This is an optimization exercise on Yosys and OpenROAD, whose aim is small area, not a production implementation.
RTL that was checked went through simulation tests only; none was proved equivalent to the original.
No functional check of the RTL was part of run 3.

==> flow/design.v (outline; a module is shown in full before it is edited, if it fits) <==
// module rca: 17 lines
// module cordic_pipe: 68 lines
// module csa_add: 29 lines
// module cic1: 28 lines
// module cic2: 49 lines
// module nco_step: 954 lines
// module ddc_frontend: 68 lines
module ddc_frontend(
  input clock,                   
  input reset,                   
  input [31:0] frequency,        
  input signed [11:0] adc_data,  
  output out_strobe,             
  output signed [17:0] out_i,
  output signed [17:0] out_q
  );
  // ...
==> flow/flow/run.sh <==
#!/bin/bash
# Standard layout, with one netlist step between synthesis and floorplan: inverters
# around full adders are removed by flipping adders (a full adder commutes with
# complementing all its pins) and xor/xnor gates; registers are untouched.
set -euo pipefail
R=orfs/results/${FLOW_PLATFORM:-sky130hd}/ddc_frontend/base
bash standard.sh synth > synth.log 2>&1
cp "$R/1_2_yosys.v" "$R/1_2_yosys.std.v"
if python3 flow/invopt.py "$R/1_2_yosys.std.v" invopt.v > invopt.log 2>&1 &&
   python3 flow/simeq.py "$R/1_2_yosys.std.v" invopt.v > simeq.log 2>&1 &&
   grep -q ", 0 differ" simeq.log; then
  cp invopt.v "$R/1_2_yosys.v"
  echo "netlist step applied" >> invopt.log
else
  echo "netlist step skipped" >> invopt.log
fi
rm -f "$R/1_synth.odb" "$R/1_synth.sdc"
# ports buffered with the smallest buffer; the clock tree built as the standard flow
# builds it from config.mk's settings, without dummy loads
export BUFFER_PORTS_ARGS="-buffer_cell sky130_fd_sc_hd__buf_1"
export CTS_ARGS="-sink_clustering_enable -repair_clock_nets -sink_clustering_size 16 -sink_clustering_max_diameter 60 -buf_list sky130_fd_sc_hd__clkbuf_8 -dont_use_dummy_load"
# synthesis buffers removed before the (not timing-driven) global placement
export PRE_GLOBAL_PLACE_TCL="$(pwd)/flow/pre_gpl.tcl"
bash standard.sh > layout.log 2>&1
==> flow/flow/invopt.py <==
#!/usr/bin/env python3
"""Removes inverters around sky130 full adders in a Yosys netlist.

A full adder commutes with complementing all its pins: FA(~a,~b,~c) = (~cout, ~sum).
Each inverter chain is collapsed to a base signal and a polarity; each full adder may be
flipped (fed the complements of its inputs, giving the complements of its outputs); a local
search picks the flips that need the fewest inverters; the netlist is written back with one
inverter per base signal and polarity that some pin needs and its driver does not give.
Usage: invopt.py IN.v OUT.v"""
import re, sys, collections

src = re.sub(r"\(\*.*?\*\)", "", open(sys.argv[1]).read())
INV = "sky130_fd_sc_hd__inv_1"
FA = "sky130_fd_sc_hd__fa_1"
OUTPINS = {"X", "Y", "Q", "Q_N", "SUM", "COUT", "HI", "LO"}

# split the module body into statements
m = re.search(r"module\s+(\S+)\s*\((.*?)\);(.*)endmodule", src, re.S)
top, ports, body = m.group(1), m.group(2), m.group(3)
stmts = [s.strip() for s in re.split(r";\s*\n", body) if s.strip()]
decls, cells, assigns = [], [], []
cell_re = re.compile(r"^(sky130_fd_sc_hd__\w+)\s+(\S+)\s*\((.*)\)$", re.S)
pin_re = re.compile(r"\.(\w+)\((.*?)\)\s*(?:,|$)", re.S)
for s in stmts:
    if s.startswith(("wire", "input", "output", "reg")):
        decls.append(s)
    elif s.startswith("assign"):
        assigns.append(s)
    else:
        mm = cell_re.match(s)
        if not mm:
            raise SystemExit("cannot parse: " + s[:200])
        pins = [(p, n.strip()) for p, n in pin_re.findall(mm.group(3))]
        cells.append([mm.group(1), mm.group(2), pins])

def norm(n):
    return re.sub(r"\s+", "", n)

# inverter collapse: net -> (base, pol)
inv_of = {}
for typ, name, pins in cells:
    if typ == INV:
        d = dict(pins)
        inv_of[norm(d["Y"])] = norm(d["A"])
def base(n):
    p = 0
    n = norm(n)
    while n in inv_of:
        n = inv_of[n]; p ^= 1
    return n, p

XORS = {"sky130_fd_sc_hd__xor2_1": "sky130_fd_sc_hd__xnor2_1", "sky130_fd_sc_hd__xnor2_1": "sky130_fd_sc_hd__xor2_1",
        "sky130_fd_sc_hd__xor2_2": "sky130_fd_sc_hd__xnor2_2", "sky130_fd_sc_hd__xnor2_2": "sky130_fd_sc_hd__xor2_2"}
fas = [c for c in cells if c[0] == FA or c[0] in XORS]
others = [c for c in cells if c[0] not in (FA, INV) and c[0] not in XORS]
OUTP = {"SUM", "COUT", "X", "Y"}
INP = {"A", "B", "CIN"}
# producers: base net -> fa index (if driven by a FA output)
prod = {}
for i, (typ, name, pins) in enumerate(fas):
    for p, n in pins:
        if p in OUTP:
            prod[norm(n)] = i
# consumers: list of (base, pol, fa index or None)
cons = collections.defaultdict(list)   # base -> list of (pol, fa or None)
isx = [c[0] in XORS for c in fas]
HA = "sky130_fd_sc_hd__ha_1"
has = [c for c in cells if c[0] == HA]
ha_sum, ha_cout = {}, {}
for j, (typ, name, pins) in enumerate(has):
    d = dict(pins)
    ha_sum[norm(d["SUM"])] = j
    ha_cout[norm(d["COUT"])] = j
hsplit = [0] * len(has)
for i, (typ, name, pins) in enumerate(fas):
    for p, n in pins:
        if p in INP:
            b, pol = base(n)
            cons[b].append((pol, -1 if isx[i] else i))
for typ, name, pins in others:
    for p, n in pins:
        if p not in OUTPINS:
            if n.startswith("1'") or n == "":
                continue
            b, pol = base(n)
            cons[b].append((pol, None))
# nets used by assigns / ports: need their own polarity as they are
outs_needed = set()
for a in assigns:
    mm = re.match(r"assign\s+(.*?)\s*=\s*(.*)$", a, re.S)
    for side in (mm.group(2),):
        b, pol = base(side)
        cons[b].append((pol, None))
portnames = set()
for d in decls:
    if d.startswith("output"):
        nm = d.split()[-1]
        portnames.add(nm)
for pn in portnames:
    b, pol = base(pn)
    if b != norm(pn) or pol:
        cons[b].append((pol, None))

flip = [0] * len(fas)
fa_inputs = collections.defaultdict(list)
for b, lst in cons.items():
    for pol, i in lst:
        if i is not None and i >= 0:
            fa_inputs[i].append(b)
fa_outputs = collections.defaultdict(list)
for b, i in prod.items():
    fa_outputs[i].append(b)

def cost_of(b):
    q = flip[prod[b]] if b in prod else 0
    if b in ha_cout:
        q = hsplit[ha_cout[b]]
    need = set()
    for pol, i in cons.get(b, []):
        if i == -1:
            continue
        need.add(pol ^ (flip[i] if i is not None else 0))
    if b in ha_sum and hsplit[ha_sum[b]]:
        return 1 if len(need) == 2 else 0
    return 1 if (1 - q) in need else 0

def local(i):
    bs = set(fa_inputs[i]) | set(fa_outputs[i])
    return sum(cost_of(b) for b in bs)

total0 = sum(cost_of(b) for b in set(cons) | set(prod))
improved = True
passes = 0
while improved and passes < 50:
    improved = False; passes += 1
    for i in range(len(fas)):
        before = local(i)
        flip[i] ^= 1
        after = local(i)
        if after < before:
            improved = True
        else:
            flip[i] ^= 1
import random, math
random.seed(1)
allb = list(set(cons) | set(prod))
cur = sum(cost_of(b) for b in allb)
best = cur; bestflip = flip[:]
T = 2.0
N = len(fas)
for it in range(400000):
    i = random.randrange(N)
    before = local(i)
    flip[i] ^= 1
    d = local(i) - before
    if d <= 0 or random.random() < math.exp(-d / T):
        cur += d
        if cur < best:
            best = cur; bestflip = flip[:]
    else:
        flip[i] ^= 1
    T = max(0.05, 2.0 * (1 - it / 350000.0))
flip[:] = bestflip
improved = True
while improved:
    improved = False
    for i in range(len(fas)):
        before = local(i)
        flip[i] ^= 1
        if local(i) < before:
            improved = True
        else:
            flip[i] ^= 1
for rnd in range(3):
    for j, (typ, name, pins) in enumerate(has):
        d = dict(pins)
        bs = [norm(d["SUM"]), norm(d["COUT"])]
        before = sum(cost_of(b) for b in bs)
        hsplit[j] ^= 1
        if sum(cost_of(b) for b in bs) < before:
            continue
        hsplit[j] ^= 1
    improved = True
    while improved:
        improved = False
        for i in range(len(fas)):
            before = local(i)
            flip[i] ^= 1
            if local(i) < before:
                improved = True
            else:
                flip[i] ^= 1
total1 = sum(cost_of(b) for b in set(cons) | set(prod))
ninv = sum(1 for c in cells if c[0] == INV)
sys.stderr.write("inverters: %d in netlist, %d needed before, %d after, %d full adders flipped, %d half adders split\n"
                 % (ninv, total0, total1, sum(flip), sum(hsplit)))

# rebuild: for each base b, net for polarity q (native) is b itself when not flipped;
# a flipped FA drives a fresh net carrying ~b, and b (the original name) becomes an
# inverter output if positive polarity is needed.
fresh = [0]
def newnet(hint):
    fresh[0] += 1
    return "_invopt_%d_" % fresh[0]
def need_of(b):
    need = set()
    for pol, i in cons.get(b, []):
        if i == -1:
            continue
        need.add(pol ^ (flip[i] if i is not None else 0))
    return need
native = {}          # base -> (net, pol)
for b in set(cons) | set(prod) | set(ha_sum) | set(ha_cout):
    if b in prod and flip[prod[b]]:
        native[b] = (newnet(b), 1)
    elif b in ha_cout and hsplit[ha_cout[b]]:
        native[b] = (newnet(b), 1)
    elif b in ha_sum and hsplit[ha_sum[b]] and need_of(b) == {1}:
        native[b] = (newnet(b), 1)
    else:
        native[b] = (b, 0)
other_net = {}       # base -> net of the other polarity
new_invs = []
def net_for(b, pol):
    n, q = native[b]
    if pol == q:
        return n
    if b not in other_net:
        if q == 1:
            o = b                      # original name carries the positive value
        else:
            o = newnet(b)
        other_net[b] = o
        new_invs.append((n, o))
    return other_net[b]
# rewrite pins
out_cells = []
for typ, name, pins in cells:
    if typ == INV:
        continue
    np_ = []
    if typ == FA:
        i = fas.index([typ, name, pins]) if False else None
    for p, n in pins:
        np_.append([p, n])
    out_cells.append([typ, name, np_])
fa_index = {id(c): k for k, c in enumerate(fas)}
fa_by_name = {c[1]: k for k, c in enumerate(fas)}
for c in out_cells:
    typ, name, pins = c
    if typ == FA:
        k = fa_by_name[name]
        for pp in pins:
            p, n = pp
            if p in ("A", "B", "CIN"):
                b, pol = base(n)
                pp[1] = net_for(b, pol ^ flip[k])
            else:
                b = norm(n)
                pp[1] = native[b][0]
    elif typ in XORS:
        k = fa_by_name[name]
        t = flip[k]
        for pp in pins:
            p, n = pp
            if p in INP:
                b, pol = base(n)
                nn, q = native[b]
                if q != pol:
                    t ^= 1
                pp[1] = nn
            else:
                pp[1] = native[norm(n)][0]
        if t:
            c[0] = XORS[typ]
            for pp in pins:
                if pp[0] in ("X", "Y"):
                    pp[0] = "Y" if "xnor" in c[0] else "X"
    else:
        for pp in pins:
            p, n = pp
            if p not in OUTPINS and not n.startswith("1'") and n != "":
                b, pol = base(n)
                pp[1] = net_for(b, pol)
            elif typ == HA and p in ("SUM", "COUT"):
                pp[1] = native[norm(n)][0]
new_assigns = []
for a in assigns:
    mm = re.match(r"assign\s+(.*?)\s*=\s*(.*)$", a, re.S)
    b, pol = base(mm.group(2))
    new_assigns.append("assign %s = %s" % (mm.group(1), net_for(b, pol)))
# ports driven through inverters in the original: make sure the port net exists with its value
for pn in portnames:
    b, pol = base(pn)
    if b != norm(pn) or pol:
        n = net_for(b, pol)
        if n != norm(pn):
            new_assigns.append("assign %s = %s" % (pn, n))
# drop declarations of nets that no longer exist? keep all; add new ones
newdecls = ["wire %s" % n for n in sorted(set([native[b][0] for b in native if native[b][1]] + list(other_net.values()))) if n.startswith("_invopt_")]
o = ["module %s(%s);" % (top, ports)]
for d in decls + newdecls:
    o.append("  " + d + ";")
k = 0
for a, y in new_invs:
    k += 1
    o.append("  %s _invopt_inv_%d_ (.A(%s), .Y(%s));" % (INV, k, a, y))
split_cells = []
for c in out_cells:
    typ, name, pins = c
    if typ == HA:
        d = dict((p, n) for p, n in pins)
        j = ha_cout.get(norm(dict(has[[h[1] for h in has].index(name)][2])["COUT"]))
        if hsplit[j]:
            sb = norm(dict(has[j][2])["SUM"])
            xt = "sky130_fd_sc_hd__xnor2_1" if native[sb][1] else "sky130_fd_sc_hd__xor2_1"
            xp = "Y" if "xnor" in xt else "X"
            split_cells.append((xt, "_invopt_hx_%d_" % j, [("A", d["A"]), ("B", d["B"]), (xp, d["SUM"])]))
            split_cells.append(("sky130_fd_sc_hd__nand2_1", "_invopt_hn_%d_" % j, [("A", d["A"]), ("B", d["B"]), ("Y", d["COUT"])]))
            c[0] = None
out_cells = [c for c in out_cells if c[0] is not None] + split_cells
for typ, name, pins in out_cells:
    o.append("  %s %s (%s);" % (typ, name, ", ".join(".%s(%s)" % (p, n) for p, n in pins)))
for a in new_assigns:
    o.append("  " + a + ";")
o.append("endmodule")
text = "\n".join(o) + "\n"
text = re.sub(r"(\\[^\s,;()]+)", r"\1 ", text)
open(sys.argv[2], "w").write(text)
sys.stderr.write("wrote %d inverters\n" % len(new_invs))
if len(sys.argv) > 3:
    cat = collections.Counter()
    for b in set(cons) | set(prod):
        if cost_of(b):
            drv = ("FA" if not isx[prod[b]] else "X") if b in prod else "other"
            kinds = collections.Counter()
            for pol, i in cons.get(b, []):
                if i is None: kinds["other"] += 1
                elif i >= 0: kinds["FA"] += 1
            cat[(drv, tuple(sorted(kinds)))] += 1
    for k, v in cat.most_common(): sys.stderr.write("%d %s\n" % (v, k))
==> flow/flow/pre_gpl.tcl <==
# Global placement runs without timing-driven buffering; remove the synthesis
# buffers first, as the timing-driven mode would (port buffers are added after).
log_cmd remove_buffers
==> flow/flow/simeq.py <==
#!/usr/bin/env python3
"""Random-vector combinational equivalence of two sky130 netlists with the same flops/ports:
flop outputs and inputs are free variables, flop D/DE pins and outputs are compared."""
import re, sys, random, collections
LIB = "/OpenROAD-flow-scripts/flow/platforms/sky130hd/lib/sky130_fd_sc_hd__tt_025C_1v80.lib"
lib = open(LIB).read()
funcs = {}
for blk in re.split(r"\n\s*cell\s*\(", lib)[1:]:
    name = re.match(r'\s*"?(\w+)"?', blk).group(1)
    f = {}
    for pm in re.finditer(r'pin\s*\(\s*"?(\w+)"?\s*\)\s*\{(.*?)\n\s{8}\}', blk, re.S):
        fm = re.search(r'function\s*:\s*"([^"]*)"', pm.group(2))
        dm = re.search(r'direction\s*:\s*"?(\w+)', pm.group(2))
        if fm and dm and dm.group(1) == "output":
            f[pm.group(1)] = fm.group(1)
    funcs[name] = f
def pyexpr(e):
    e = e.replace("!", "~").replace("*", "&").replace("+", "|").replace("^", "^")
    e = re.sub(r"\b([A-Z][A-Z0-9_]*)\b", r"v['\1']", e)
    return e
def load(fn):
    src = re.sub(r"\(\*.*?\*\)", "", open(fn).read())
    body = re.search(r"module\s+\S+\s*\(.*?\);(.*)endmodule", src, re.S).group(1)
    cells, assigns = [], []
    for s in re.split(r";\s*\n", body):
        s = s.strip()
        if not s or s.startswith(("wire", "input", "output", "reg")):
            continue
        if s.startswith("assign"):
            m = re.match(r"assign\s+(.*?)\s*=\s*(.*)$", s, re.S)
            assigns.append((re.sub(r"\s+", "", m.group(1)), re.sub(r"\s+", "", m.group(2))))
            continue
        m = re.match(r"^(sky130_fd_sc_hd__\w+)\s+(\S+)\s*\((.*)\)$", s, re.S)
        pins = {p: re.sub(r"\s+", "", n) for p, n in re.findall(r"\.(\w+)\((.*?)\)\s*(?:,|$)", m.group(3), re.S)}
        cells.append((m.group(1), m.group(2), pins))
    return cells, assigns
SEQ = ("df", "edf", "sdf", "dlx", "dlclkp", "sdlclkp")
def is_seq(t):
    t = t.replace("sky130_fd_sc_hd__", "")
    return t.startswith(SEQ)
def evaluate(cells, assigns, free, W):
    val = dict(free)
    val["1'b0"] = 0; val["1'b1"] = (1 << W) - 1
    drv = {}
    for c in cells:
        if is_seq(c[0]):
            continue
        for p, n in c[2].items():
            if p in funcs[c[0]]:
                drv[n] = (c, p)
    for a, b in assigns:
        drv[a] = ("assign", b)
    mask = (1 << W) - 1
    sys.setrecursionlimit(100000)
    def get(n):
        if n in val:
            return val[n]
        if n not in drv:
            raise KeyError(n)
        c, p = drv[n]
        if c == "assign":
            r = get(p)
        else:
            v = {q: get(m) for q, m in c[2].items() if q not in funcs[c[0]]}
            r = eval(pyexpr(funcs[c[0]][p])) & mask
        val[n] = r
        return r
    return get
def main():
    A = load(sys.argv[1]); B = load(sys.argv[2])
    W = 256
    random.seed(5)
    # free: all flop Q outputs and primary inputs (any net not driven in A)
    drivenA = set()
    for c in A[0]:
        if not is_seq(c[0]):
            for p, n in c[2].items():
                if p in funcs[c[0]]:
                    drivenA.add(n)
    for a, b in A[1]:
        drivenA.add(a)
    free = {}
    checks = []
    for c in A[0]:
        if is_seq(c[0]):
            for p, n in c[2].items():
                if p in ("Q", "Q_N"):
                    free[n] = random.getrandbits(W)
                elif p != "CLK":
                    checks.append(n)
    allnets = set()
    for c in A[0]:
        for p, n in c[2].items():
            allnets.add(n)
    for n in allnets:
        if n not in drivenA and n not in free and not n.startswith("1'"):
            free[n] = random.getrandbits(W)
    outs = [a for a, b in A[1]]
    for c in A[0]:
        pass
    ga = evaluate(A[0], A[1], free, W); gb = evaluate(B[0], B[1], free, W)
    # outputs: port nets = nets named like out_* plus flop inputs
    ports = re.findall(r"output\s+(?:\[\d+:\d+\]\s*)?(\w+)", open(sys.argv[1]).read())
    for n in list(allnets):
        if any(n == p or n.startswith(p + "[") for p in ports):
            checks.append(n)
    bad = 0
    seqB = {c[1]: c for c in B[0] if is_seq(c[0])}
    pairs = []
    for c in A[0]:
        if is_seq(c[0]):
            cb = seqB[c[1]]
            assert cb[0] == c[0]
            for p, n in c[2].items():
                if p not in ("Q", "Q_N", "CLK"):
                    pairs.append((n, cb[2][p]))
    for n in allnets:
        if any(n == p or n.startswith(p + "[") for p in ports):
            pairs.append((n, n))
    for a, b in A[1]:
        pairs.append((a, a))
    for na, nb in pairs:
        if na.startswith("1'") and nb == na:
            continue
        if ga(na) != gb(nb):
            bad += 1
            if bad < 5: print("DIFF", na, nb)
    print("checked", len(pairs), "pins,", bad, "differ")
main()
==> flow/standard.sh <==
#!/bin/bash
# synth_recipe.tcl (not shown) runs the flow's synth.tcl, then flattens the netlist and writes it again
# the make line also repeats each setting of config.mk as NAME=value (left out here)
make -C /OpenROAD-flow-scripts/flow DESIGN_CONFIG=/design/flow/config.mk WORK_HOME=/design/flow/orfs CLKGATE_MAP_FILE= SYNTH_SCRIPT=/design/flow/synth_recipe.tcl "${@:-finish}"
==> flow/config.mk <==
export PLATFORM = sky130hd
export DESIGN_NAME = ddc_frontend
export DESIGN_NICKNAME = ddc_frontend
export VERILOG_FILES = /design/flow/design.v
export SDC_FILE = /design/flow/constraint.sdc
export NUM_CORES = 4
export LEC_CHECK = 0
export CAP_MARGIN = 20
export CORE_MARGIN = 2
export CORE_UTILIZATION = 40
export CTS_BUF_LIST = sky130_fd_sc_hd__clkbuf_8
export CTS_CLUSTER_DIAMETER = 60
export CTS_CLUSTER_SIZE = 16
export GPL_TIMING_DRIVEN = 0
export SLEW_MARGIN = 20
==> flow/constraint.sdc <==
create_clock -name core_clock -period 16.0 [get_ports {clock}]
set_input_delay 3.2000 -clock core_clock [delete_from_list [all_inputs] [get_ports {clock}]]
set_output_delay 3.2000 -clock core_clock [all_outputs]
set_load 0.01 [all_outputs]
==> flow_summary.ini, run 1 <==
[sta]
fin_crit_sh_pct = 95.9
setup_ws_ns = 0.657
finalHoldViolCount = 0
fin_skew_ns = 0.140
timing.setup.tns_ns = 0
timing.hold.ws_ns = 0.260
rsz0062_at_grt = no
relSlewSlack_pct = 29.7
drv_slew = 0

[layout]
largestClassByArea = multi-input combinational cells
nFillCells = 15234
drive_above_1_share_pct = 5.62
design_area_mm2 = 0.0736
diodes = 3
syn_to_final_growth_pct = 8.05

[setup_path]
worst-path-stages = 37
cp-end-kind = flop
r2r-end = rx_cordic.stages[6].r.xr[17]
critPathKind = reg2reg
r2r_start = rx_cordic.stages[3].r.zr[11]
crit_buf_inv = 1
ff2ff_setup_slack_ns = 0.66
cp_top_family = adder cells
worstPathArrival_ns = 16.00

[global_routing]
grt_max_degree = 98

[drt]
post_drt_via_cell_ratio = 4.48
wl_met2_um = 52300
wl_um = 109000
drtAntennaViolNets = 0

[clock_network]
holdBufCountCts = 0
cts_buffers = 114

[run_status]
outcome = finished clean

[placement]
dpl.cell_count = 6849
placed_area_mm2 = 0.0720
port-buffer-count = 82

[floorplan]
core-area_mm2 = 0.169

[yosys]
netlist_area_mm2 = 0.0682
==> module cic2, before the edit <==
module cic2 (
  input         clock,
  input  [3:0]  r10,        
  input         iact,       
  input         cact,       
  input  [18:0] xi,         
  input  [18:0] xq,
  output reg [17:0] out_i,
  output reg [17:0] out_q
  );
reg [349:0] ir;
reg [279:0] cr;
reg [179:0] orr;
reg [34:0]  t;
wire [34:0] iw0 = ir[34:0];
wire [34:0] iw1 = ir[69:35];
wire sel_i = (r10 == 4'd4);
wire sel_q = (r10 == 4'd9);
wire dump = cact & ((r10 == 4'd0) | (r10 == 4'd5));
wire [18:0] xs = sel_i ? xi : xq;
wire xu = xs[18] | (&xs[17:0]);
wire [34:0] xin = {{17{xu}}, xs[18:1]};
wire [34:0] op = (sel_i | sel_q) ? xin : iw1;
wire [34:0] iw;
csa_add #(35, 17) ai (.a(dump ? 35'd0 : iw0), .b(iact ? op : 35'd0),
  .ci(iact & (sel_i | sel_q) & xs[0]), .s(iw));
always @(posedge clock)
  ir <= {iw, ir[349:35]};
wire cstep = cact & ~r10[3];                  
wire [34:0] cw0 = cr[34:0];
wire [34:0] src = (r10 == 4'd0) ? iw0 : (r10 == 4'd4) ? iw1 : t;
wire [34:0] dif;
csa_add #(35, 17) ac (.a(src), .b(cstep ? ~cw0 : 35'd0), .ci(cstep), .s(dif));
wire [34:0] cn = cstep ? src : cw0;
wire [17:0] rnd;
rca #(18) ar (.a(t[34:17]), .b(18'd0), .ci(t[16]), .s(rnd));
wire [17:0] ow0 = orr[17:0];
wire [17:0] ow1 = orr[35:18];
wire olast = (r10 == 4'd4) | (r10 == 4'd9);
wire [17:0] on = cact ? (olast ? rnd : ow1) : ow0;
always @(posedge clock)
  begin
  cr <= {cn, cr[279:35]};
  orr <= {on, orr[179:18]};
  t <= dif;
  if (cact & (r10 == 4'd0)) out_i <= ow0;
  if (cact & (r10 == 4'd5)) out_q <= ow0;
  end
endmodule
==> run 2: changes to the inputs <==
--- a/flow/design.v
+++ b/flow/design.v
@@ -164,7 +164,7 @@
 wire [34:0] xin = {{17{xu}}, xs[18:1]};
 wire [34:0] op = (sel_i | sel_q) ? xin : iw1;
 wire [34:0] iw;
-csa_add #(35, 17) ai (.a(dump ? 35'd0 : iw0), .b(iact ? op : 35'd0),
+csa_add #(35, 24) ai (.a(dump ? 35'd0 : iw0), .b(iact ? op : 35'd0),
   .ci(iact & (sel_i | sel_q) & xs[0]), .s(iw));
 always @(posedge clock)
   ir <= {iw, ir[349:35]};
@@ -172,7 +172,7 @@
 wire [34:0] cw0 = cr[34:0];
 wire [34:0] src = (r10 == 4'd0) ? iw0 : (r10 == 4'd4) ? iw1 : t;
 wire [34:0] dif;
-csa_add #(35, 17) ac (.a(src), .b(cstep ? ~cw0 : 35'd0), .ci(cstep), .s(dif));
+csa_add #(35, 27) ac (.a(src), .b(cstep ? ~cw0 : 35'd0), .ci(cstep), .s(dif));
 wire [34:0] cn = cstep ? src : cw0;
 wire [17:0] rnd;
 rca #(18) ar (.a(t[34:17]), .b(18'd0), .ci(t[16]), .s(rnd));
--- a/flow/flow/run.sh
+++ b/flow/flow/run.sh
@@ -19,6 +19,4 @@
 # builds it from config.mk's settings, without dummy loads
 export BUFFER_PORTS_ARGS="-buffer_cell sky130_fd_sc_hd__buf_1"
 export CTS_ARGS="-sink_clustering_enable -repair_clock_nets -sink_clustering_size 16 -sink_clustering_max_diameter 60 -buf_list sky130_fd_sc_hd__clkbuf_8 -dont_use_dummy_load"
-# synthesis buffers removed before the (not timing-driven) global placement
-export PRE_GLOBAL_PLACE_TCL="$(pwd)/flow/pre_gpl.tcl"
 bash standard.sh > layout.log 2>&1
--- a/flow/config.mk
+++ b/flow/config.mk
@@ -11,5 +11,4 @@
 export CTS_BUF_LIST = sky130_fd_sc_hd__clkbuf_8
 export CTS_CLUSTER_DIAMETER = 60
 export CTS_CLUSTER_SIZE = 16
-export GPL_TIMING_DRIVEN = 0
 export SLEW_MARGIN = 20
removed: flow/flow/pre_gpl.tcl
==> run 2 against run 1 <==
  * Non-clock buffer count grew 21
  * Register-to-register slack gained 0.25 ns
  * Hold slack lost 0.10 ns
  * Wire length grew 3.4%
  * First-iteration DRC count grew 7.6%
  * Sequential share of layout area grew 0.44 points
  * Fmax grew 1.7%
  * Die area shrank 0.63%
==> flow_summary.ini, run 2 <==
[run_status]
outcome = finished clean

[placement]
placed_area_mm2 = 0.0712
gp_congestion = 0.859
place_hpwl_um = 89100
port-buffer-count = 82

[global_routing]
grt_max_degree = 103
grt_pass1_wl_um = 189000
antenna_found_initial = 3
grt.overflow.total = 0
grtUsageTotal_pct = 13.8
grt_pass1_vias = 35122

[drt]
route.detailed.drc = 0
wl_um = 113000
wire_per_inst_um = 16.2
dr.pass1.iters = 4
post_drt_via_cell_ratio = 4.50
drt_iter0_markers = 1309
num_vias = 31386
drtAntennaViolNets = 0

[clock_network]
holdBufCountCts = 0
cts_buffers = 120
clockBufferDepth = 3
root_buffer = clkbuf_8
cts_setup_buffers = 0
cts_tree = yes
cts_resized = 0
clock_sinks = 1463
cts_htree_levels = 3
clock_latency_ns = 0.91
clkSlewWorstSetupHoldPaths_ns = 0.11

[floorplan]
ios = 83
start_util_pct = 40.1
num_rows = 151
die_x_um = 415
dieArea_mm2 = 0.173
die_h_um = 415
core-area_mm2 = 0.169

[layout]
final_cell_mix = dfxtp_1 (1279), fa_1 (1132), inv_1 (271), xnor2_1 (258), ha_1 (217)
syn_to_final_growth_pct = 7.59
fin_nets = 6152
regMostFlops = cic2_iq.ir
design_area_mm2 = 0.0729
nFillCells = 15215
mostFrequentLayoutCell = dfxtp_1
drive_above_1_share_pct = 5.55
reg_top3 = cic2_iq.ir x350, cic2_iq.cr x280, cic2_iq.orr x180
post-route-util_pct = 43.2
largest_reg_flops = 350

[sta]
max_freq_mhz = 66.3
fin_skew_ns = 0.170
rsz0062_at_grt = no
timing.setup.tns_ns = 0
drv_slew = 0
relSlewSlack_pct = 26.7
setup_viol_count_final = 0
period_needed_ns = 15.09
finalHoldViolCount = 0
worst-slew-pin-transition_ns = 1.10
fin_crit_sh_pct = 94.3

[setup_path]
cp_top_family = adder cells
cp-end-kind = flop
path_max_fanout = 26
path_common_cell = fa_1
critPathKind = reg2reg
worstPathArrival_ns = 15.70
cp-start-kind = flop
crit_buf_inv = 1
crit_slowest_cell = fa_1
worstPathRequired_ns = 16.61
cpPeakStageDelay_ns = 0.53

[yosys]
yosysWarnings = 4
synth_nets = 5968
synth_cells = 4573
netlist_area_mm2 = 0.0677
synth.avg_cell_area_um2 = 14.8

[worst_hold_path]
min_path_type = reg2reg

[flow_run]
cap_violations = 0
## run 2: cell types whose count changed in the layout (fill, tap and decap cells not counted), moves of 10 or more
cell,before,now
mux2i_1,119,103
buf_4,9,72
nor2_1,137,152
buf_16,14,0
fa_1,1147,1132
mux2_2,48,36
buf_6,17,1
xnor2_1,248,258
## run 2: area by class of cell
type,instances,area [µm²],share of cell area (%)
Sequential cell,1463,31100,42.7
Timing Repair Buffer,155,861,1.18
Clock buffer,120,1650,2.27
Tap cell,2218,2780,3.81
Multi-Input combinational cell,2743,35400,48.6
Inverter,274,1030,1.42
Antenna cell,4,10.0,0.0137
## run 2: stage by stage
stage / worst slack, ns / hold slack [ns] / cells
after floorplan: 0.596 / 0.310 / 4573
after global placement: 0.922 / 0.309 / 6852
after detailed placement: 0.832 / 0.312 / 6852
after CTS: 0.799 / 0.142 / 6972
after global routing: 0.252 / 0.148 / 6977
final: 0.910 / 0.158 / 6977
## run 2: path summary, 6_finish.rpt
| kind | from | end | slack [ns] | cells past startpoint |
|---|---|---|---|---|
| setup / recovery | rx_cordic.stages[3].r.zr[11] | rx_cordic.stages[6].r.yr[17] | 0.91 | 36 |
| hold reg to reg | cic2_iq.ir[117] | cic2_iq.ir[82] | 0.16 | 0 |
| setup reg to reg | rx_cordic.stages[3].r.zr[11] | rx_cordic.stages[6].r.yr[17] | 0.91 | 36 |
| hold / removal | cic2_iq.ir[117] | cic2_iq.ir[82] | 0.16 | 0 |
## run 2: per-layer routing
layer	share of wire (%)	up-vias	global-route usage, %
li1	-	14817	-
met3	3.9	152	2.67
met2	47	360	22.1
met1	47	16055	19.4
met5	0.0080	-	0
met4	2.1	2	3.17
==> module cordic_pipe, before the edit <==
module cordic_pipe #(parameter [13:0] CUT = 14'b00100100100100) (
  input         clock,
  input  [11:0] adc,
  input  [31:0] ph,
  output [17:0] xo,
  output [17:0] yo
  );
localparam [14*15-1:0] ATAN = {
  15'd1, 15'd3, 15'd5, 15'd10, 15'd20, 15'd41, 15'd81,
  15'd163, 15'd326, 15'd652, 15'd1302, 15'd2594, 15'd5110, 15'd9672};
wire [17:0] X [0:14];
wire [17:0] Y [0:14];
wire [15:0] Z [0:14];
wire [17:0] a  = {adc[11], adc, 5'b0};
wire [12:0] na13;
rca #(13) neg (.a(~{adc[11], adc}), .b(13'd0), .ci(1'b1), .s(na13));
wire [17:0] na = {na13, 5'b0};
assign X[0] = (ph[31] ^ ph[30]) ? na : a;
assign Y[0] = ph[31] ? na : a;
assign Z[0] = {~ph[29], ~ph[29], ph[28:15]};
genvar n;
generate
  for (n = 0; n < 14; n = n + 1)
    begin : stages
    wire d = Z[n][15-n];
    wire [17:0] ysh = {{(n+1){Y[n][17]}}, Y[n][17:n+1]};
    wire [17:0] xsh = {{(n+1){X[n][17]}}, X[n][17:n+1]};
    wire ry = Y[n][n];
    wire rx = X[n][n];
    wire [17:0] xn, yn;
    rca #(18) ax (.a(X[n]), .b(d ? ysh : ~ysh), .ci(d ? ry : ~ry), .s(xn));
    rca #(18) ay (.a(Y[n]), .b(d ? ~xsh : xsh), .ci(d ? ~rx : rx), .s(yn));
    wire [15:0] zn;
    if (n < 13)
      begin : zs
      wire [14-n:0] at = ATAN[n*15 +: 15-n];
      wire [14-n:0] zs = Z[n][14-n:0] + (d ? at : ~at + 1'b1);
      assign zn = zs;
      end
    else
      begin : zz
      assign zn = 16'd0;
      end
    if (CUT[n])
      begin : r
      reg [17:0] xr, yr;
      reg [14-n:0] zr;
      always @(posedge clock)
        begin
        xr <= xn;
        yr <= yn;
        zr <= zn[14-n:0];
        end
      assign X[n+1] = xr;
      assign Y[n+1] = yr;
      assign Z[n+1] = zr;
      end
    else
      begin : w
      assign X[n+1] = xn;
      assign Y[n+1] = yn;
      assign Z[n+1] = zn;
      end
    end
endgenerate
assign xo = X[14];
assign yo = Y[14];
endmodule
==> module ddc_frontend, before the edit <==
module ddc_frontend(
  input clock,                   
  input reset,                   
  input [31:0] frequency,        
  input signed [11:0] adc_data,  
  output out_strobe,             
  output signed [17:0] out_i,
  output signed [17:0] out_q
  );
localparam [13:0] CUT = 14'b01010101001000;   
localparam integer L = 5;                     
localparam [3:0] R16 = (2 - L + 32) % 16;     
localparam integer Q1 = (R16 + 1 + L - 3) / 16;
localparam [3:0] RK = 4'd0;                   
localparam [3:0] KC = (RK + 7 + Q1) % 10;     
localparam [3:0] R16M = (R16 + 15) % 16;      
localparam [3:0] RKM  = (R16 == 0) ? (RK + 9) % 10 : RK;    
reg [3:0] c16;     
reg [3:0] k10;     
reg [3:0] r10;     
reg armed, strobe, iact_r, cact_r;
wire c16_wrap = (c16 == 4'd15);
wire ev1 = (c16 == 4'd3);
wire istart = (r10 == 4'd0) & (c16 <= 4'd9);
wire iact = istart | (iact_r & (r10 != 4'd0));
wire cstart = istart & (k10 == KC);
wire cact = cstart | (cact_r & (r10 != 4'd0));
always @(posedge clock)
  begin
  iact_r <= iact;
  cact_r <= cact;
  if (reset)
    begin
    c16 <= R16;
    k10 <= RK;
    r10 <= 4'd0;
    armed <= 1'b0;
    strobe <= 1'b0;
    end
  else
    begin
    c16 <= c16 + 4'd1;
    if (c16_wrap) k10 <= (k10 == 4'd9) ? 4'd0 : k10 + 4'd1;
    r10 <= (r10 == 4'd9) ? 4'd0 : r10 + 4'd1;
    if ((c16 == R16M) & (k10 == RKM)) armed <= 1'b1;
    strobe <= armed & (c16 == R16) & (k10 == RK);
    end
  end
assign out_strobe = strobe;
reg [11:0] adc_r;
reg [31:0] phase;
wire [31:0] phase_n;
nco_step nco (.f(frequency), .p(phase), .pn(phase_n));
always @(posedge clock)
  begin
  adc_r <= adc_data;
  phase <= reset ? 32'd0 : phase_n;
  end
wire [17:0] cordic_i, cordic_q;
cordic_pipe #(.CUT(CUT)) rx_cordic (
  .clock(clock), .adc(adc_r), .ph(phase), .xo(cordic_i), .yo(cordic_q));
wire [18:0] r1_i, r1_q;
cic1 cic1_i (.clock(clock), .ev(ev1), .x(cordic_i), .r1(r1_i));
cic1 cic1_q (.clock(clock), .ev(ev1), .x(cordic_q), .r1(r1_q));
cic2 cic2_iq (
  .clock(clock), .r10(r10), .iact(iact), .cact(cact),
  .xi(r1_i), .xq(r1_q), .out_i(out_i), .out_q(out_q));
endmodule
==> run 3: changes to the inputs <==
--- a/flow/design.v
+++ b/flow/design.v
@@ -15,7 +15,8 @@
     end
 endgenerate
 endmodule
-module cordic_pipe #(parameter [13:0] CUT = 14'b00100100100100) (
+module cordic_pipe #(parameter [13:0] CUT = 14'b00100100100100,
+  parameter [13:0] ZFAST = 14'b11111111111111) (
   input         clock,
   input  [11:0] adc,
   input  [31:0] ph,
@@ -51,7 +52,15 @@
     if (n < 13)
       begin : zs
       wire [14-n:0] at = ATAN[n*15 +: 15-n];
-      wire [14-n:0] zs = Z[n][14-n:0] + (d ? at : ~at + 1'b1);
+      wire [14-n:0] zs;
+      if (ZFAST[n])
+        begin : f
+        assign zs = Z[n][14-n:0] + (d ? at : ~at + 1'b1);
+        end
+      else
+        begin : r
+        rca #(15-n) az (.a(Z[n][14-n:0]), .b(d ? at : ~at), .ci(~d), .s(zs));
+        end
       assign zn = zs;
       end
     else
@@ -1202,7 +1211,7 @@
   phase <= reset ? 32'd0 : phase_n;
   end
 wire [17:0] cordic_i, cordic_q;
-cordic_pipe #(.CUT(CUT)) rx_cordic (
+cordic_pipe #(.CUT(CUT), .ZFAST(14'b00000000110111)) rx_cordic (
   .clock(clock), .adc(adc_r), .ph(phase), .xo(cordic_i), .yo(cordic_q));
 wire [18:0] r1_i, r1_q;
 cic1 cic1_i (.clock(clock), .ev(ev1), .x(cordic_i), .r1(r1_i));
==> run 3 against run 2 <==
  * Utilization fell by 0.069 points
  * Hold slack improved by 0.059 ns
  * Via count fell by 1.6%
  * Largest cell class unchanged
  * Critical path depth fell by 1
  * Synthesized cell count fell by 2.0%
  * Critical path type unchanged
==> flow_summary.ini, run 3 <==
[run_status]
outcome = finished clean

[layout]
regMostFlops = cic2_iq.ir
reg_top3 = cic2_iq.ir x350, cic2_iq.cr x280, cic2_iq.orr x180
final_cell_mix = dfxtp_1 (1279), fa_1 (1164), inv_1 (261), xnor2_1 (226), xor2_1 (207)
syn_to_final_growth_pct = 7.43
largest_reg_flops = 350
drive_above_1_share_pct = 6.17
fin_nets = 6072
mostFrequentLayoutCell = dfxtp_1

[sta]
setup_viol_count_final = 0
relSlewSlack_pct = 32.7
timing.setup.tns_ns = 0
fin_skew_ns = 0.123
drv_slew = 0
fin_crit_sh_pct = 94.5
max_freq_mhz = 66.1
period_needed_ns = 15.12
finalHoldViolCount = 0
rsz0062_at_grt = no
worst-slew-pin-transition_ns = 1.00

[floorplan]
die_x_um = 416
die_h_um = 416
dieArea_mm2 = 0.173
core-area_mm2 = 0.169
start_util_pct = 40.1
ios = 83
num_rows = 151

[drt]
route.detailed.drc = 0
drt_iter0_markers = 1172
wl_um = 113000
post_drt_via_cell_ratio = 4.49
num_vias = 30884
dr.pass1.iters = 5
drtAntennaViolNets = 0
wire_per_inst_um = 16.4

[worst_hold_path]
min_path_type = reg2reg

[yosys]
synth_nets = 5887
yosysWarnings = 4
netlist_area_mm2 = 0.0678
synth.avg_cell_area_um2 = 15.1
synth_cells = 4482

[clock_network]
cts_buffers = 117
clockBufferDepth = 3
cts_htree_levels = 3
clock_sinks = 1463
clock_latency_ns = 0.88
root_buffer = clkbuf_8
cts_resized = 0
cts_setup_buffers = 0
holdBufCountCts = 0
clkSlewWorstSetupHoldPaths_ns = 0.09
cts_tree = yes

[setup_path]
cp-end-kind = flop
critPathKind = reg2reg
path_common_cell = fa_1
cpPeakStageDelay_ns = 0.80
cp-start-kind = flop
worstPathRequired_ns = 16.63
crit_slowest_cell = xor2_1
ff2ff_setup_slack_ns = 0.88
path_max_fanout = 14
worstPathArrival_ns = 15.75

[global_routing]
grtUsageTotal_pct = 13.8
grt_pass1_vias = 34916
grt_max_degree = 91
grt.overflow.total = 0
antenna_found_initial = 2
grt_pass1_wl_um = 189000

[placement]
gp_congestion = 0.866
place_hpwl_um = 89000
port-buffer-count = 82

[flow_run]
cap_violations = 0
==> run 3: final timing paths <==
path         cells past startpoint                    startpoint                      endpoint
max reg2reg                     35  rx_cordic.stages[3].r.zr[11]  rx_cordic.stages[6].r.xr[17]
min                              0               cic2_iq.ir[107]                cic2_iq.ir[72]
min reg2reg                      0               cic2_iq.ir[107]                cic2_iq.ir[72]
max                             35  rx_cordic.stages[3].r.zr[11]  rx_cordic.stages[6].r.xr[17]
==> run 3: layout make-up <==
class	count	area [µm²]
antenna	2	5.00
clock buffer	117	1610
fill	15315	96100
inverter	266	1000
multi-input combinational	2662	35400
sequential	1463	31100
tap	2218	2780
timing repair buffer	157	872
==> run 3: stage by stage <==
step / instance area, µm² / hold WS [ns] / setup slack [ns] / std cells / util (%)
floorplan: 67800 / 0.310 / 0.658 / 4482 / -
global placement: 71200 / 0.310 / 0.823 / 6766 / 42.1
detailed placement: 71200 / 0.312 / 0.754 / 6766 / 42.1
CTS: 72800 / 0.230 / 0.705 / 6883 / 43.1
global route: 72800 / 0.218 / 0.171 / 6885 / 43.1
finish: 72800 / 0.216 / 0.876 / 6885 / 43.1
==> run 3: per-layer routing <==
metal | share of wire (%) | track usage, %
met5 | 0 | 0
met4 | 2.3 | 3.44
met2 | 47 | 22.1
met1 | 47 | 19.4
met3 | 3.9 | 2.61
==> run 3: critical path, delay by kind of cell (launching register included) <==
kind	cells	cell delay, ns
XOR/XNOR	4	1.27
flip-flops	1	0.55
adder cells (fa/ha/maj)	31	13.14
==> run 4: changes to the inputs <==
--- a/flow/design.v
+++ b/flow/design.v
@@ -15,8 +15,7 @@
     end
 endgenerate
 endmodule
-module cordic_pipe #(parameter [13:0] CUT = 14'b00100100100100,
-  parameter [13:0] ZFAST = 14'b11111111111111) (
+module cordic_pipe #(parameter [13:0] CUT = 14'b00100100100100) (
   input         clock,
   input  [11:0] adc,
   input  [31:0] ph,
@@ -52,15 +51,7 @@
     if (n < 13)
       begin : zs
       wire [14-n:0] at = ATAN[n*15 +: 15-n];
-      wire [14-n:0] zs;
-      if (ZFAST[n])
-        begin : f
-        assign zs = Z[n][14-n:0] + (d ? at : ~at + 1'b1);
-        end
-      else
-        begin : r
-        rca #(15-n) az (.a(Z[n][14-n:0]), .b(d ? at : ~at), .ci(~d), .s(zs));
-        end
+      wire [14-n:0] zs = Z[n][14-n:0] + (d ? at : ~at + 1'b1);
       assign zn = zs;
       end
     else
@@ -1211,7 +1202,7 @@
   phase <= reset ? 32'd0 : phase_n;
   end
 wire [17:0] cordic_i, cordic_q;
-cordic_pipe #(.CUT(CUT), .ZFAST(14'b00000000110111)) rx_cordic (
+cordic_pipe #(.CUT(CUT)) rx_cordic (
   .clock(clock), .adc(adc_r), .ph(phase), .xo(cordic_i), .yo(cordic_q));
 wire [18:0] r1_i, r1_q;
 cic1 cic1_i (.clock(clock), .ev(ev1), .x(cordic_i), .r1(r1_i));
--- a/flow/flow/run.sh
+++ b/flow/flow/run.sh
@@ -18,5 +18,5 @@
 # ports buffered with the smallest buffer; the clock tree built as the standard flow
 # builds it from config.mk's settings, without dummy loads
 export BUFFER_PORTS_ARGS="-buffer_cell sky130_fd_sc_hd__buf_1"
-export CTS_ARGS="-sink_clustering_enable -repair_clock_nets -sink_clustering_size 16 -sink_clustering_max_diameter 60 -buf_list sky130_fd_sc_hd__clkbuf_8 -dont_use_dummy_load"
+export CTS_ARGS="-sink_clustering_enable -repair_clock_nets -sink_clustering_size 20 -sink_clustering_max_diameter 50 -buf_list sky130_fd_sc_hd__clkbuf_8 -dont_use_dummy_load"
 bash standard.sh > layout.log 2>&1
--- a/flow/config.mk
+++ b/flow/config.mk
@@ -9,6 +9,6 @@
 export CORE_MARGIN = 2
 export CORE_UTILIZATION = 40
 export CTS_BUF_LIST = sky130_fd_sc_hd__clkbuf_8
-export CTS_CLUSTER_DIAMETER = 60
-export CTS_CLUSTER_SIZE = 16
+export CTS_CLUSTER_DIAMETER = 50
+export CTS_CLUSTER_SIZE = 20
 export SLEW_MARGIN = 20
==> run 4 against run 3 <==
  * Sequential cell count did not move
  * Largest cell class unchanged
  * Global-route usage down 0.11 points
  * Final area about the same
  * Highest routed layer is now met5
  * Area after synthesis about the same
  * Hold slack got worse by 0.047 ns
==> flow_summary.ini, run 4 <==
[yosys]
synth_nets = 5968
synth.avg_cell_area_um2 = 14.8
yosysWarnings = 4
netlist_area_mm2 = 0.0677
synth_cells = 4573

[layout]
drive_above_1_share_pct = 5.53
mostFrequentLayoutCell = dfxtp_1
fin_nets = 6151
syn_to_final_growth_pct = 7.55
reg_top3 = cic2_iq.ir x350, cic2_iq.cr x280, cic2_iq.orr x180
largest_reg_flops = 350
nFillCells = 15211
regMostFlops = cic2_iq.ir
fin_cells = 6974
final_cell_mix = dfxtp_1 (1279), fa_1 (1132), inv_1 (271), xnor2_1 (258), ha_1 (217)

[floorplan]
die_x_um = 415
start_util_pct = 40.1
ios = 83
die_h_um = 415
core-area_mm2 = 0.169
dieArea_mm2 = 0.173
num_rows = 151

[drt]
wl_um = 112000
wire_per_inst_um = 16.0
num_vias = 31377
dr.pass1.iters = 5
route.detailed.drc = 0
post_drt_via_cell_ratio = 4.50
drtAntennaViolNets = 0
drt_iter0_markers = 1318

[setup_path]
critPathLaunch = rx_cordic.stages[3].r.zr[11]
path_max_fanout = 26
cpPeakStageDelay_ns = 0.62
path_common_cell = fa_1
r2r_start = rx_cordic.stages[3].r.zr[11]
worstPathRequired_ns = 16.61
cp-start-kind = flop
critPathKind = reg2reg
worstPathArrival_ns = 15.68
crit_slowest_cell = fa_1
cp-end-kind = flop

[run_status]
outcome = finished clean

[global_routing]
grt_max_degree = 75
grt.overflow.total = 0
grtUsageTotal_pct = 13.7
antenna_found_initial = 2
grt_pass1_wl_um = 187000
grt_pass1_vias = 35065

[clock_network]
clock_latency_ns = 0.93
clock_sinks = 1463
cts_tree = yes
clkSlewWorstSetupHoldPaths_ns = 0.10
holdBufCountCts = 0
cts_resized = 0
cts_htree_levels = 3
cts_setup_buffers = 0
root_buffer = clkbuf_8
cts_buffers = 119
clockBufferDepth = 3

[sta]
worst-slew-pin-transition_ns = 0.983
setup_viol_count_final = 0
timing.setup.tns_ns = 0
relSlewSlack_pct = 34.4
max_freq_mhz = 66.3
timing.hold.ws_ns = 0.169
fin_crit_sh_pct = 94.2
period_needed_ns = 15.08
fin_skew_ns = 0.210
rsz0062_at_grt = no
finalHoldViolCount = 0
drv_slew = 0

[worst_hold_path]
min_path_type = reg2reg
hp-start = cic2_iq.ir[141]

[flow_run]
cap_violations = 0

[placement]
dpl.cell_count = 6853
place_hpwl_um = 88900
port-buffer-count = 82
gp_congestion = 0.864
==> run 4: cell count changes in the layout (fill, tap and decap cells not counted), sizes merged, moves of 8 or more <==
cell / previous run / this run
a21o: 16 / 30
a21oi: 66 / 93
fa: 1164 / 1132
ha: 195 / 217
mux2i: 112 / 103
nor2: 133 / 153
o21a: 28 / 20
o21ai: 71 / 84
o21bai: 7 / 18
xnor2: 248 / 266
==> run 4: final timing paths <==
path                                       end  slack, ns  cells after the start
setup / recovery  rx_cordic.stages[6].r.xr[17]       0.92                     37
hold / removal                 cic2_iq.ir[106]       0.17                      0
setup reg to reg  rx_cordic.stages[6].r.xr[17]       0.92                     37
hold reg to reg                cic2_iq.ir[106]       0.17                      0
==> run 4: worst max-delay path: cells and delay by family, from the launching register on <==
family	cells	cell delay [ns]
flip-flops	1	0.44
buffers and inverters	1	0.42
XOR/XNOR	5	1.51
adder cells (fa/ha/maj)	31	12.52
==> run 4: layout make-up <==
cell class              instances  area (µm²)  share of cell area [%]
clock buffers                 119        1640                    2.25
inverters                     274        1030                    1.42
multi-input cells            2743       35400                    48.6
repair buffers                155         857                    1.18
flip-flops and latches       1463       31100                    42.7
well taps                    2218        2780                    3.81
diodes                          2        5.00                 0.00687
==> run 4: through the flow <==
stage	worst slack (ns)	area, µm²	util (%)
floorplan	0.596	67700	-
CTS	0.728	72800	43.2
global route	0.289	72800	43.2
detailed placement	0.714	71200	42.2
global placement	0.913	71200	42.2
finish	0.924	72800	43.2
==> run 4: metal layers <==
metal	part of all wire, %	track usage [%]	up-vias
met5	0.088	0.417	-
met4	2.0	3.30	2
met3	4.0	2.65	155
met2	46	21.9	381
met1	47	19.2	16029
li1	-	-	14810

[separate check: timing with driven ports]
No port has a modelled driver above. Below, the same layouts with a new extraction and two added sets of constraints. Step 1 (the two cells are an assumption about what drives the block):
set clk [get_ports {clock}]
set_driving_cell -lib_cell sky130_fd_sc_hd__clkbuf_16 $clk
set_driving_cell -lib_cell sky130_fd_sc_hd__buf_2 [delete_from_list [all_inputs] $clk]
Step 2 also shifts input and output timing later by t, the mid clock arrival at the registers, as if the neighbouring blocks saw the same clock. a / b / c = ideal ports / drivers / drivers and shift; a / b = the first two.
run | t (ns) | slack for setup (ns) | pins driven straight from the clock port
run 1 | 0.878 | 0.657 / 0.657 / 0.657 | 1
run 2 | 0.889 | 0.910 / 0.910 / 0.910 | 1
run 3 | 0.873 | 0.876 / 0.876 / 0.876 | 1
run 4 | 0.894 | 0.924 / 0.924 / 0.924 | 1
After both steps setup and hold are still met in every run listed.
